Background: an optimization exercise with open tools, aiming at small area and a short achievable clock period. Do not read the settings as production practice.
Only simulation tests tie the RTL to the original design; equivalence was not proved.
Power figures rest on the tool's default switching activity, not on a simulated workload.

== run B ==
==> module fifo, before the edit <==
module fifo #(
    DATA_WIDTH = 32,
    DEPTH      = 32,
    SKID       = 0) (
    input  logic clkIn,
    input  logic rstIn,
    input  logic wrValidIn,
    output logic wrConsentOut,
    input  logic [DATA_WIDTH-1:0] wrDataIn,
    output logic rdValidOut,
    input  logic rdConsentIn,
    output logic [DATA_WIDTH-1:0] rdDataOut);
    localparam MDEPTH = DEPTH - 1;               
    localparam NLO = 4;                          
    localparam NHI = (MDEPTH + NLO - 1) / NLO;   
    localparam LASTLO = (MDEPTH - 1) % NLO;
    localparam LASTHI = (MDEPTH - 1) / NLO;
    localparam CW = $clog2(DEPTH + 1);
    logic [DATA_WIDTH-1:0] headR;
    logic [DATA_WIDTH-1:0] memR [0:MDEPTH-1];
    logic [NLO-1:0] wrLoR;
    logic [NHI-1:0] wrHiR;
    logic [MDEPTH-1:0] rdSelR;
    logic [CW-1:0] countR;
    logic rdValidR, wrConsentR, oneR;
    logic wr, rd, inc, dec, wrMem, rdMem, wrWrap, headLoad;
    logic is2, is31, is32;
    logic [CW-1:0] countInc, countDec;
    logic [DATA_WIDTH-1:0] memOut;
    assign wr  = wrValidIn & wrConsentR;
    assign rd  = rdConsentIn & rdValidR;
    assign inc = wr & ~rd;
    assign dec = rd & ~wr;
    assign wrMem = wr & rdValidR & ~(rdConsentIn & oneR);
    assign rdMem = rd & ~oneR;
    assign wrWrap = wrLoR[LASTLO] & wrHiR[LASTHI];
    assign is2  = countR == CW'(2);
    assign is31 = countR == CW'(DEPTH - 1);
    assign is32 = countR == CW'(DEPTH);
    assign countInc = countR + 1'b1;
    assign countDec = countR - 1'b1;
    always_comb begin
        memOut = '0;
        for (int i = 0; i < MDEPTH; i++)
            memOut = memOut | (memR[i] & {DATA_WIDTH{rdSelR[i]}});
    end
    always_ff @(posedge clkIn) begin
        if (rstIn) begin
            wrLoR      <= NLO'(1);
            wrHiR      <= NHI'(1);
            rdSelR     <= MDEPTH'(1);
            countR     <= '0;
            rdValidR   <= 1'b0;
            wrConsentR <= 1'b0;
            oneR       <= 1'b0;
        end else begin
            if (wrMem) begin
                if (wrWrap) begin
                    wrLoR <= NLO'(1);
                    wrHiR <= NHI'(1);
                end else begin
                    wrLoR <= {wrLoR[NLO-2:0], wrLoR[NLO-1]};
                    if (wrLoR[NLO-1])
                        wrHiR <= {wrHiR[NHI-2:0], wrHiR[NHI-1]};
                end
            end
            if (rdMem) rdSelR <= {rdSelR[MDEPTH-2:0], rdSelR[MDEPTH-1]};
            if (inc) begin
                countR     <= countInc;
                rdValidR   <= 1'b1;
                oneR       <= ~rdValidR;
                wrConsentR <= ~is31;
            end else if (dec) begin
                countR     <= countDec;
                rdValidR   <= ~oneR;
                oneR       <= is2;
                wrConsentR <= 1'b1;
            end else begin
                wrConsentR <= ~is32;
            end
        end
    end
    assign headLoad = ~rdValidR | (rdConsentIn & oneR);
    always_ff @(posedge clkIn) begin
        if (headLoad)
            headR <= wrDataIn;
        else if (rdConsentIn)
            headR <= memOut;
    end
    for (genvar i = 0; i < MDEPTH; i++) begin : g_mem
        always_ff @(posedge clkIn) begin
            if (wrConsentR && wrLoR[i % NLO] && wrHiR[i / NLO])
                memR[i] <= wrDataIn;
        end
    end
    assign rdValidOut = rdValidR;
    assign wrConsentOut = wrConsentR;
    assign rdDataOut = headR;
endmodule
==> flow/config.mk <==
export PLATFORM = sky130hd
export DESIGN_NAME = fifo
export DESIGN_NICKNAME = fifo
export VERILOG_FILES = /design/flow/design.v
export SDC_FILE = /design/flow/constraint.sdc
export NUM_CORES = 4
export LEC_CHECK = 0
export CAP_MARGIN = 20
export CORE_MARGIN = 2
export CORE_UTILIZATION = 65
export CTS_CLUSTER_DIAMETER = 90
export CTS_CLUSTER_SIZE = 28
export SETUP_SLACK_MARGIN = 2.4
export SLEW_MARGIN = 20
==> flow/constraint.sdc <==
create_clock -name core_clock -period 4.5 [get_ports {clkIn}]
set_input_delay 0.9000 -clock core_clock [delete_from_list [all_inputs] [get_ports {clkIn}]]
set_output_delay 0.9000 -clock core_clock [all_outputs]
set_load 0.01 [all_outputs]
run.sh (not shown) runs the stock make flow with config.mk's settings and CLKGATE_MAP_FILE= SYNTH_SCRIPT=/design/flow/synth_recipe.tcl, a recipe that flattens the netlist after the stock synthesis.
[inputs] run Y vs run B
==> flow/design.v, changed modules only <==
module fifo #(
    DATA_WIDTH = 32,
    DEPTH      = 32,
    SKID       = 0) (
    input  logic clkIn,
    input  logic rstIn,
    input  logic wrValidIn,
    output logic wrConsentOut,
    input  logic [DATA_WIDTH-1:0] wrDataIn,
    output logic rdValidOut,
    input  logic rdConsentIn,
    output logic [DATA_WIDTH-1:0] rdDataOut);
    localparam MDEPTH = DEPTH - 1;               
    localparam NLO = 4;                          
    localparam NHI = (MDEPTH + NLO - 1) / NLO;   
    localparam LASTLO = (MDEPTH - 1) % NLO;
    localparam LASTHI = (MDEPTH - 1) / NLO;
    localparam CW = $clog2(DEPTH + 1);
    logic [DATA_WIDTH-1:0] headR;
    logic [DATA_WIDTH-1:0] memR [0:MDEPTH-1];
    logic [NLO-1:0] wrLoR;
    logic [NHI-1:0] wrHiR;
    logic [NLO-1:0] rdLoR;
    logic [NHI-1:0] rdHiR;
    logic [CW-1:0] countR;
    logic rdValidR, wrConsentR, oneR;
    logic wr, rd, inc, dec, wrMem, rdMem, wrWrap, rdWrap, headLoad;
    logic is2, is31, is32;
    logic [CW-1:0] countInc, countDec;
    logic [DATA_WIDTH-1:0] memOut;
    assign wr  = wrValidIn & wrConsentR;
    assign rd  = rdConsentIn & rdValidR;
    assign inc = wr & ~rd;
    assign dec = rd & ~wr;
    assign wrMem = wr & rdValidR & ~(rdConsentIn & oneR);
    assign rdMem = rd & ~oneR;
    assign wrWrap = wrLoR[LASTLO] & wrHiR[LASTHI];
    assign rdWrap = rdLoR[LASTLO] & rdHiR[LASTHI];
    assign is2  = countR == CW'(2);
    assign is31 = countR == CW'(DEPTH - 1);
    assign is32 = countR == CW'(DEPTH);
    assign countInc = countR + 1'b1;
    assign countDec = countR - 1'b1;
    always_comb begin
        memOut = '0;
        for (int i = 0; i < MDEPTH; i++)
            memOut = memOut | (memR[i] & {DATA_WIDTH{rdLoR[i % NLO] & rdHiR[i / NLO]}});
    end
    always_ff @(posedge clkIn) begin
        if (rstIn) begin
            wrLoR      <= NLO'(1);
            wrHiR      <= NHI'(1);
            rdLoR      <= NLO'(1);
            rdHiR      <= NHI'(1);
            countR     <= '0;
            rdValidR   <= 1'b0;
            wrConsentR <= 1'b0;
            oneR       <= 1'b0;
        end else begin
            if (wrMem) begin
                if (wrWrap) begin
                    wrLoR <= NLO'(1);
                    wrHiR <= NHI'(1);
                end else begin
                    wrLoR <= {wrLoR[NLO-2:0], wrLoR[NLO-1]};
                    if (wrLoR[NLO-1])
                        wrHiR <= {wrHiR[NHI-2:0], wrHiR[NHI-1]};
                end
            end
            if (rdMem) begin
                if (rdWrap) begin
                    rdLoR <= NLO'(1);
                    rdHiR <= NHI'(1);
                end else begin
                    rdLoR <= {rdLoR[NLO-2:0], rdLoR[NLO-1]};
                    if (rdLoR[NLO-1])
                        rdHiR <= {rdHiR[NHI-2:0], rdHiR[NHI-1]};
                end
            end
            if (inc) begin
                countR     <= countInc;
                rdValidR   <= 1'b1;
                oneR       <= ~rdValidR;
                wrConsentR <= ~is31;
            end else if (dec) begin
                countR     <= countDec;
                rdValidR   <= ~oneR;
                oneR       <= is2;
                wrConsentR <= 1'b1;
            end else begin
                wrConsentR <= ~is32;
            end
        end
    end
    assign headLoad = ~rdValidR | (rdConsentIn & oneR);
    always_ff @(posedge clkIn) begin
        if (rstIn)
            headR <= '0;
        else if (headLoad)
            headR <= wrDataIn;
        else if (rdConsentIn)
            headR <= memOut;
    end
    for (genvar i = 0; i < MDEPTH; i++) begin : g_mem
        always_ff @(posedge clkIn) begin
            if (wrConsentR && wrLoR[i % NLO] && wrHiR[i / NLO])
                memR[i] <= wrDataIn;
        end
    end
    assign rdValidOut = rdValidR;
    assign wrConsentOut = wrConsentR;
    assign rdDataOut = headR;
endmodule
- Of the two values seen for highest routing layer actually used, met4 was produced by run B and met5 by run Y.
- Run Y -> run B: share of synthesized area spent on multiplexers flat
- Non-clock buffer count came out higher on run Y than on run B.
- Critical path depth, run B and run Y: higher on run Y
- Run Y vs run B — sequential cell area dropped 2.1%.
- Power consumption grows slightly when moving from run B to run Y.
- Run Y vs run B: number of nets at the end of the flow up by a little under 10%
- Run B and run Y ended up with nearly the same worst-skew pair later-pin latency.
- Between run Y and run B, it is run Y whose total internal power is lower, by 0.35%.
- | worst setup slack | run Y vs run B | worse |

[re-timing with driven ports]
The flow's constraints put no driver on any port. The routed layouts listed below were extracted and timed again, unchanged, in two steps.
Step 1 assumes that a clkbuf_16 drives the clock port and a buf_2 every other input.
Step 2 moves the port delays by t, midway between the first and last clock arrival at a register: inputs arrive t later, outputs are due t later. That takes back most of the time a late clock gives input paths.
Slacks: ideal ports / drivers / drivers and shift; pairs: ideal ports / drivers.
| run | shift t [ns] | slack for setup (ns) | hold slack, ns | worst setup path after step 2 | worst data-port slew with drivers (ns) |
|---|---|---|---|---|---|
| run B | 0.691 | 2.307 / 2.245 / 1.720 | 0.489 / 0.489 / 0.489 | input to register | 0.09 |
| run Y | 0.693 | 2.285 / 2.279 / 1.685 | 0.494 / 0.494 / 0.494 | input to register | 0.11 |
After both steps setup and hold are still met in every run listed. The setup slack of run Y, which loses most, moves by -0.006 ns with the drivers and by -0.600 ns with both steps.
